This design comes from an exercise in tuning for small area on the open sky130 flow, not from production work. Where RTL was checked, it was by simulation tests only, not by an equivalence proof against the original. Power and IR drop assume default switching activity.

// gaussian_blur
module gaussian_blur (
  input  logic        clk,
  input  logic        rst_n,
  input  logic [7:0]  pixel_in,
  input  logic        pixel_vld,
  output logic [7:0]  pixel_out,
  output logic        pixel_vld_out
);
  localparam int IMG_W = 32;
  localparam int IMG_H = 24;
  logic [7:0] tap32, tap64;
  window_gen #(.DATA_W(8), .IMG_W(IMG_W)) win0 (
    .clk      (clk),
    .pixel_vld(pixel_vld),
    .pixel_in (pixel_in),
    .tap32    (tap32),
    .tap64    (tap64)
  );
  logic [8:0]  cs_s;
  logic [9:0]  cs_c;
  logic [10:0] rc0;
  logic [9:0]  vin;
  assign cs_s[0] = tap64[0] ^ pixel_in[0];
  assign cs_c[0] = 1'b0;
  assign cs_c[1] = tap64[0] & pixel_in[0];
  for (genvar i = 1; i < 8; i++) begin : g_csa0
    assign {cs_c[i+1], cs_s[i]} = tap64[i] + pixel_in[i] + tap32[i-1];
  end
  assign cs_s[8] = tap32[7];
  assign cs_c[9] = 1'b0;
  assign rc0[0] = 1'b0;
  for (genvar i = 0; i < 10; i++) begin : g_cpa0
    logic a;
    assign a = (i < 9) ? cs_s[i] : 1'b0;
    assign {rc0[i+1], vin[i]} = a + cs_c[i] + rc0[i];
  end
  logic [9:0] v0, v1, v2;
  always_ff @(posedge clk) begin
    if (pixel_vld) begin
      v0 <= vin;
      v1 <= v0;
      v2 <= v1;
    end
  end
  logic [11:0] sum;
  logic [10:0] ss_s;
  logic [11:0] ss_c;
  logic [12:0] rc1;
  assign ss_s[0] = v2[0] ^ v0[0];
  assign ss_c[0] = 1'b0;
  assign ss_c[1] = v2[0] & v0[0];
  for (genvar i = 1; i < 10; i++) begin : g_csa1
    assign {ss_c[i+1], ss_s[i]} = v2[i] + v0[i] + v1[i-1];
  end
  assign ss_s[10] = v1[9];
  assign ss_c[11] = 1'b0;
  assign rc1[0] = 1'b0;
  for (genvar i = 0; i < 12; i++) begin : g_cpa1
    logic a;
    assign a = (i < 11) ? ss_s[i] : 1'b0;
    assign {rc1[i+1], sum[i]} = a + ss_c[i] + rc1[i];
  end
  logic [1:0] vld_pipe;
  always_ff @(posedge clk or negedge rst_n) begin
    if (!rst_n) begin
      vld_pipe      <= 2'b0;
      pixel_vld_out <= 1'b0;
    end else begin
      vld_pipe      <= {vld_pipe[0], pixel_vld};
      pixel_vld_out <= vld_pipe[1];
    end
  end
  logic [$clog2(IMG_W)-1:0] col_cnt;
  logic [$clog2(IMG_H)-1:0] row_cnt;
  always_ff @(posedge clk or negedge rst_n) begin
    if (!rst_n) begin
      col_cnt <= '0;
      row_cnt <= '0;
    end else if (vld_pipe[1]) begin
      col_cnt <= col_cnt + 1'b1;
      if (&col_cnt)
        row_cnt <= (row_cnt == 5'(IMG_H-1)) ? '0 : row_cnt + 1'b1;
    end
  end
  always_ff @(posedge clk) begin
  ...
==> module window_gen, before the edit <==
module window_gen #(
    parameter int DATA_W = 8,
    parameter int IMG_W  = 32
)(
    input  logic              clk,
    input  logic              pixel_vld,
    input  logic [DATA_W-1:0] pixel_in,
    output logic [DATA_W-1:0] tap32,
    output logic [DATA_W-1:0] tap64
);
    logic [DATA_W-1:0] sr [0:2*IMG_W-1];
    always_ff @(posedge clk) begin
        if (pixel_vld) begin
            sr[0] <= pixel_in;
            for (int i = 1; i < 2*IMG_W; i++)
                sr[i] <= sr[i-1];
        end
    end
    assign tap32 = sr[IMG_W-1];
    assign tap64 = sr[2*IMG_W-1];
endmodule
==> module gaussian_blur, before the edit <==
module gaussian_blur (
  input  logic        clk,
  input  logic        rst_n,
  input  logic [7:0]  pixel_in,
  input  logic        pixel_vld,
  output logic [7:0]  pixel_out,
  output logic        pixel_vld_out
);
  localparam int IMG_W = 32;
  localparam int IMG_H = 24;
  logic [7:0] tap32, tap64;
  window_gen #(.DATA_W(8), .IMG_W(IMG_W)) win0 (
    .clk      (clk),
    .pixel_vld(pixel_vld),
    .pixel_in (pixel_in),
    .tap32    (tap32),
    .tap64    (tap64)
  );
  logic [8:0]  cs_s;
  logic [9:0]  cs_c;
  logic [10:0] rc0;
  logic [9:0]  vin;
  assign cs_s[0] = tap64[0] ^ pixel_in[0];
  assign cs_c[0] = 1'b0;
  assign cs_c[1] = tap64[0] & pixel_in[0];
  for (genvar i = 1; i < 8; i++) begin : g_csa0
    assign {cs_c[i+1], cs_s[i]} = tap64[i] + pixel_in[i] + tap32[i-1];
  end
  assign cs_s[8] = tap32[7];
  assign cs_c[9] = 1'b0;
  assign rc0[0] = 1'b0;
  for (genvar i = 0; i < 10; i++) begin : g_cpa0
    logic a;
    assign a = (i < 9) ? cs_s[i] : 1'b0;
    assign {rc0[i+1], vin[i]} = a + cs_c[i] + rc0[i];
  end
  logic [9:0] v0, v1, v2;
  always_ff @(posedge clk) begin
    if (pixel_vld) begin
      v0 <= vin;
      v1 <= v0;
      v2 <= v1;
    end
  end
  logic [11:0] sum;
  logic [10:0] ss_s;
  logic [11:0] ss_c;
  logic [12:0] rc1;
  assign ss_s[0] = v2[0] ^ v0[0];
  assign ss_c[0] = 1'b0;
  assign ss_c[1] = v2[0] & v0[0];
  for (genvar i = 1; i < 10; i++) begin : g_csa1
    assign {ss_c[i+1], ss_s[i]} = v2[i] + v0[i] + v1[i-1];
  end
  assign ss_s[10] = v1[9];
  assign ss_c[11] = 1'b0;
  assign rc1[0] = 1'b0;
  for (genvar i = 0; i < 12; i++) begin : g_cpa1
    logic a;
    assign a = (i < 11) ? ss_s[i] : 1'b0;
    assign {rc1[i+1], sum[i]} = a + ss_c[i] + rc1[i];
  end
  logic [1:0] vld_pipe;
  always_ff @(posedge clk or negedge rst_n) begin
    if (!rst_n) begin
      vld_pipe      <= 2'b0;
      pixel_vld_out <= 1'b0;
    end else begin
      vld_pipe      <= {vld_pipe[0], pixel_vld};
      pixel_vld_out <= vld_pipe[1];
    end
  end
  logic [$clog2(IMG_W)-1:0] col_cnt;
  logic [$clog2(IMG_H)-1:0] row_cnt;
  always_ff @(posedge clk or negedge rst_n) begin
    if (!rst_n) begin
      col_cnt <= '0;
      row_cnt <= '0;
    end else if (vld_pipe[1]) begin
      col_cnt <= col_cnt + 1'b1;
      if (&col_cnt)
        row_cnt <= (row_cnt == 5'(IMG_H-1)) ? '0 : row_cnt + 1'b1;
    end
  end
  always_ff @(posedge clk) begin
    if (row_cnt == 0)
      pixel_out <= sum[9:2];
    else
      pixel_out <= sum[11:4];
  end
endmodule
Settings: LEC_CHECK=0, CAP_MARGIN=20, CORE_MARGIN=2, CORE_UTILIZATION=40, CTS_BUF_LIST=sky130_fd_sc_hd__clkbuf_8, CTS_CLUSTER_DIAMETER=60, CTS_CLUSTER_SIZE=20, SLEW_MARGIN=20; clock period 5.0 ns.
run.sh (not shown) runs the stock make flow with config.mk's settings and CLKGATE_MAP_FILE= SYNTH_SCRIPT=/design/flow/synth_recipe.tcl, a recipe that flattens the netlist after the stock synthesis.
==> next run, changes <==
==> flow/design.v (replaced) <==
module window_gen #(
    parameter int DATA_W = 8,
    parameter int IMG_W  = 32
)(
    input  logic              clk,
    input  logic              pixel_vld,
    input  logic [DATA_W-1:0] pixel_in,
    output logic [DATA_W-1:0] tap0,
    output logic [DATA_W-1:0] tap32,
    output logic [DATA_W-1:0] tap64
);
    logic [DATA_W-1:0] sr [0:2*IMG_W];
    always_ff @(posedge clk) begin
        if (pixel_vld) begin
            sr[0] <= pixel_in;
            for (int i = 1; i <= 2*IMG_W; i++)
                sr[i] <= sr[i-1];
        end
    end
    assign tap0  = sr[0];
    assign tap32 = sr[IMG_W];
    assign tap64 = sr[2*IMG_W];
endmodule
module gaussian_blur (
  input  logic        clk,
  input  logic        rst_n,
  input  logic [7:0]  pixel_in,
  input  logic        pixel_vld,
  output logic [7:0]  pixel_out,
  output logic        pixel_vld_out
);
  localparam int IMG_W = 32;
  localparam int IMG_H = 24;
  logic [7:0] tap0, tap32, tap64;
  logic [9:0] v0;           
  logic [9:0] v1, v2;       
  window_gen #(.DATA_W(8), .IMG_W(IMG_W)) win0 (
    .clk      (clk),
    .pixel_vld(pixel_vld),
    .pixel_in (pixel_in),
    .tap0     (tap0),
    .tap32    (tap32),
    .tap64    (tap64)
  );
  assign v0 = {2'b00, tap64} + {1'b0, tap32, 1'b0} + {2'b00, tap0};
  always_ff @(posedge clk) begin
    if (pixel_vld) begin
      v1 <= v0;
      v2 <= v1;
    end
  end
  logic [11:0] sum;
  assign sum = {2'b00, v2} + {1'b0, v1, 1'b0} + {2'b00, v0};
  logic [1:0] vld_pipe;
  always_ff @(posedge clk or negedge rst_n) begin
    if (!rst_n) begin
      vld_pipe      <= 2'b0;
      pixel_vld_out <= 1'b0;
    end else begin
      vld_pipe      <= {vld_pipe[0], pixel_vld};
      pixel_vld_out <= vld_pipe[1];
    end
  end
  logic [$clog2(IMG_W)-1:0] col_cnt;
  logic [$clog2(IMG_H)-1:0] row_cnt;
  always_ff @(posedge clk or negedge rst_n) begin
    if (!rst_n) begin
      col_cnt <= '0;
      row_cnt <= '0;
    end else if (vld_pipe[1]) begin
      col_cnt <= col_cnt + 1'b1;
      if (&col_cnt)
        row_cnt <= (row_cnt == IMG_H-1) ? '0 : row_cnt + 1'b1;
    end
  end
  always_ff @(posedge clk) begin
    if (row_cnt == 0)
      pixel_out <= sum[9:2];
    else
      pixel_out <= sum[11:4];
  end
endmodule
Result: Sequential power stays flat. Setup slack gets better by 0.34 ns. Die area climbs by a few percent. Flip-flop and latch count drops by 2. Routed wire length climbs by roughly a tenth. Global-route usage climbs by 0.46 points. Total power climbs by roughly a tenth. Sequential share of layout area drops by 3.0 points. Worst hold slack stays flat. Cell count climbs by roughly a tenth.


## v6
gaussian_blur, a different RTL version from the one above (not shown whole).
Size in the first run: about 700 cells after synthesis, roughly 560 flip-flops, about 20 I/O pins, roughly 18000 um2 of cells after synthesis.
==> module gaussian_blur, before the edit <==
module gaussian_blur (
  input  logic        clk,
  input  logic        rst_n,
  input  logic [7:0]  pixel_in,
  input  logic        pixel_vld,
  output logic [7:0]  pixel_out,
  output logic        pixel_vld_out
);
  localparam int IMG_W = 32;
  localparam int IMG_H = 24;
  logic [7:0] tap0, tap32, tap64;
  logic [9:0] v0;           
  logic [9:0] v1, v2;       
  window_gen #(.DATA_W(8), .IMG_W(IMG_W)) win0 (
    .clk      (clk),
    .pixel_vld(pixel_vld),
    .pixel_in (pixel_in),
    .tap0     (tap0),
    .tap32    (tap32),
    .tap64    (tap64)
  );
  logic [8:0] cs_s;         
  logic [9:0] cs_c;         
  assign cs_s[0] = tap64[0] ^ tap0[0];
  assign cs_c[0] = 1'b0;
  assign cs_c[1] = tap64[0] & tap0[0];
  for (genvar i = 1; i < 8; i++) begin : g_csa0
    assign cs_s[i]   = tap64[i] ^ tap0[i] ^ tap32[i-1];
    assign cs_c[i+1] = (tap64[i] & tap0[i]) | (tap64[i] & tap32[i-1]) | (tap0[i] & tap32[i-1]);
  end
  assign cs_s[8] = tap32[7];
  assign cs_c[9] = 1'b0;
  logic [10:0] rc0;
  assign rc0[0] = 1'b0;
  for (genvar i = 0; i < 10; i++) begin : g_cpa0
    logic a, b;
    assign a = (i < 9) ? cs_s[i] : 1'b0;
    assign b = cs_c[i];
    assign v0[i]    = a ^ b ^ rc0[i];
    assign rc0[i+1] = (a & b) | (a & rc0[i]) | (b & rc0[i]);
  end
  always_ff @(posedge clk) begin
    if (pixel_vld) begin
      v1 <= v0;
      v2 <= v1;
    end
  end
  logic [11:0] sum;
  logic [10:0] ss_s;
  logic [11:0] ss_c;
  assign ss_s[0] = v2[0] ^ v0[0];
  assign ss_c[0] = 1'b0;
  assign ss_c[1] = v2[0] & v0[0];
  for (genvar i = 1; i < 10; i++) begin : g_csa1
    assign ss_s[i]   = v2[i] ^ v0[i] ^ v1[i-1];
    assign ss_c[i+1] = (v2[i] & v0[i]) | (v2[i] & v1[i-1]) | (v0[i] & v1[i-1]);
  end
  assign ss_s[10] = v1[9];
  assign ss_c[11] = 1'b0;
  logic [12:0] rc1;
  assign rc1[0] = 1'b0;
  for (genvar i = 0; i < 12; i++) begin : g_cpa1
    logic a, b;
    assign a = (i < 11) ? ss_s[i] : 1'b0;
    assign b = ss_c[i];
    assign sum[i]   = a ^ b ^ rc1[i];
    assign rc1[i+1] = (a & b) | (a & rc1[i]) | (b & rc1[i]);
  end
  logic [1:0] vld_pipe;
  always_ff @(posedge clk or negedge rst_n) begin
    if (!rst_n) begin
      vld_pipe      <= 2'b0;
      pixel_vld_out <= 1'b0;
    end else begin
      vld_pipe      <= {vld_pipe[0], pixel_vld};
      pixel_vld_out <= vld_pipe[1];
    end
  end
  logic [$clog2(IMG_W)-1:0] col_cnt;
  logic [$clog2(IMG_H)-1:0] row_cnt;
  always_ff @(posedge clk or negedge rst_n) begin
    if (!rst_n) begin
      col_cnt <= '0;
      row_cnt <= '0;
    end else if (vld_pipe[1]) begin
      col_cnt <= col_cnt + 1'b1;
      if (&col_cnt)
        row_cnt <= (row_cnt == IMG_H-1) ? '0 : row_cnt + 1'b1;
    end
  end
  always_ff @(posedge clk) begin
    if (row_cnt == 0)
      pixel_out <= sum[9:2];
    else
      pixel_out <= sum[11:4];
  end
endmodule
clock: 5.0 ns
lec_check: 0
cap_margin: 20
core_margin: 2
core_utilization: 40
slew_margin: 20
Final checks on v6, whose flow otherwise completed, came back failing, citing negative setup slack.
Input changes introduced in v7 (baseline for comparison: v6):
--- a/flow/design.v
+++ b/flow/design.v
@@ -41,55 +41,17 @@
     .tap0     (tap0),
     .tap32    (tap32),
     .tap64    (tap64)
   );
-  logic [8:0] cs_s;         
-  logic [9:0] cs_c;         
-  assign cs_s[0] = tap64[0] ^ tap0[0];
-  assign cs_c[0] = 1'b0;
-  assign cs_c[1] = tap64[0] & tap0[0];
-  for (genvar i = 1; i < 8; i++) begin : g_csa0
-    assign cs_s[i]   = tap64[i] ^ tap0[i] ^ tap32[i-1];
-    assign cs_c[i+1] = (tap64[i] & tap0[i]) | (tap64[i] & tap32[i-1]) | (tap0[i] & tap32[i-1]);
-  end
-  assign cs_s[8] = tap32[7];
-  assign cs_c[9] = 1'b0;
-  logic [10:0] rc0;
-  assign rc0[0] = 1'b0;
-  for (genvar i = 0; i < 10; i++) begin : g_cpa0
-    logic a, b;
-    assign a = (i < 9) ? cs_s[i] : 1'b0;
-    assign b = cs_c[i];
-    assign v0[i]    = a ^ b ^ rc0[i];
-    assign rc0[i+1] = (a & b) | (a & rc0[i]) | (b & rc0[i]);
-  end
+  assign v0 = {2'b00, tap64} + {1'b0, tap32, 1'b0} + {2'b00, tap0};
   always_ff @(posedge clk) begin
     if (pixel_vld) begin
       v1 <= v0;
       v2 <= v1;
     end
   end
   logic [11:0] sum;
-  logic [10:0] ss_s;
-  logic [11:0] ss_c;
-  assign ss_s[0] = v2[0] ^ v0[0];
-  assign ss_c[0] = 1'b0;
-  assign ss_c[1] = v2[0] & v0[0];
-  for (genvar i = 1; i < 10; i++) begin : g_csa1
-    assign ss_s[i]   = v2[i] ^ v0[i] ^ v1[i-1];
-    assign ss_c[i+1] = (v2[i] & v0[i]) | (v2[i] & v1[i-1]) | (v0[i] & v1[i-1]);
-  end
-  assign ss_s[10] = v1[9];
-  assign ss_c[11] = 1'b0;
-  logic [12:0] rc1;
-  assign rc1[0] = 1'b0;
-  for (genvar i = 0; i < 12; i++) begin : g_cpa1
-    logic a, b;
-    assign a = (i < 11) ? ss_s[i] : 1'b0;
-    assign b = ss_c[i];
-    assign sum[i]   = a ^ b ^ rc1[i];
-    assign rc1[i+1] = (a & b) | (a & rc1[i]) | (b & rc1[i]);
-  end
+  assign sum = {2'b00, v2} + {1'b0, v1, 1'b0} + {2'b00, v0};
   logic [1:0] vld_pipe;
   always_ff @(posedge clk or negedge rst_n) begin
     if (!rst_n) begin
       vld_pipe      <= 2'b0;
## What came out
v7: full flow OK, the timing, design-rule and antenna checks passed
The flow completed for v6, but it is not clean: the layout still shows negative setup slack.
The end-of-flow core utilization in v7 sits 0.53 points below the value recorded for v6.
Of the two values seen for end point of the critical path, pixel_out[6]$_DFF_P_ was produced by v7 and pixel_out[7]$_DFF_P_ by v6.
v7 falls short of v6 in design area.
Die area: v7 higher than v6
Comparing v6 and v7, post-place setup slack is lower on v6.
Required time at the endpoint of the critical path: v7 vs v6 — no meaningful difference
Total iterations of the first detailed-routing run ends up lower on v7.
Instance count on the critical path in v7 is 1 below v6.
The RTL of v6 was laid out without a check of its function.

what the ideal ports hide:
No port has a modelled driver above. Below, the same layouts with a new extraction and two added sets of constraints. Step 1 (the two cells are an assumption about what drives the block):
set clk [get_ports {clk}]
set_driving_cell -lib_cell sky130_fd_sc_hd__clkbuf_16 $clk
set_driving_cell -lib_cell sky130_fd_sc_hd__buf_2 [delete_from_list [all_inputs] $clk]
Step 2 moves the port delays by t, midway between the first and last clock arrival at a register: inputs arrive t later, outputs are due t later. That takes back most of the time a late clock gives input paths. Slacks: no drivers / after step 1 / after step 2; pairs: no drivers / after step 1.
run	shift t [ns]	setup slack, ns	hold WS [ns]	pins driven straight from the clock port
the first run of note 1	0.622	0.160 / 0.177 / -0.445	0.369 / 0.369 / 0.369	1
the second run of note 1	0.620	0.500 / 0.500 / 0.500	0.367 / 0.367 / 0.367	1
v6	0.611	-0.613 / -0.613 / -0.613	0.346 / 0.346 / 0.346	1
v7	0.629	0.515 / 0.515 / 0.515	0.355 / 0.355 / 0.355	1
Met with ideal ports but missed after step 2: setup timing in the first run of note 1. For the first run of note 1, which loses most, drivers alone change the setup slack by +0.017 ns; drivers and shift together by -0.605 ns.
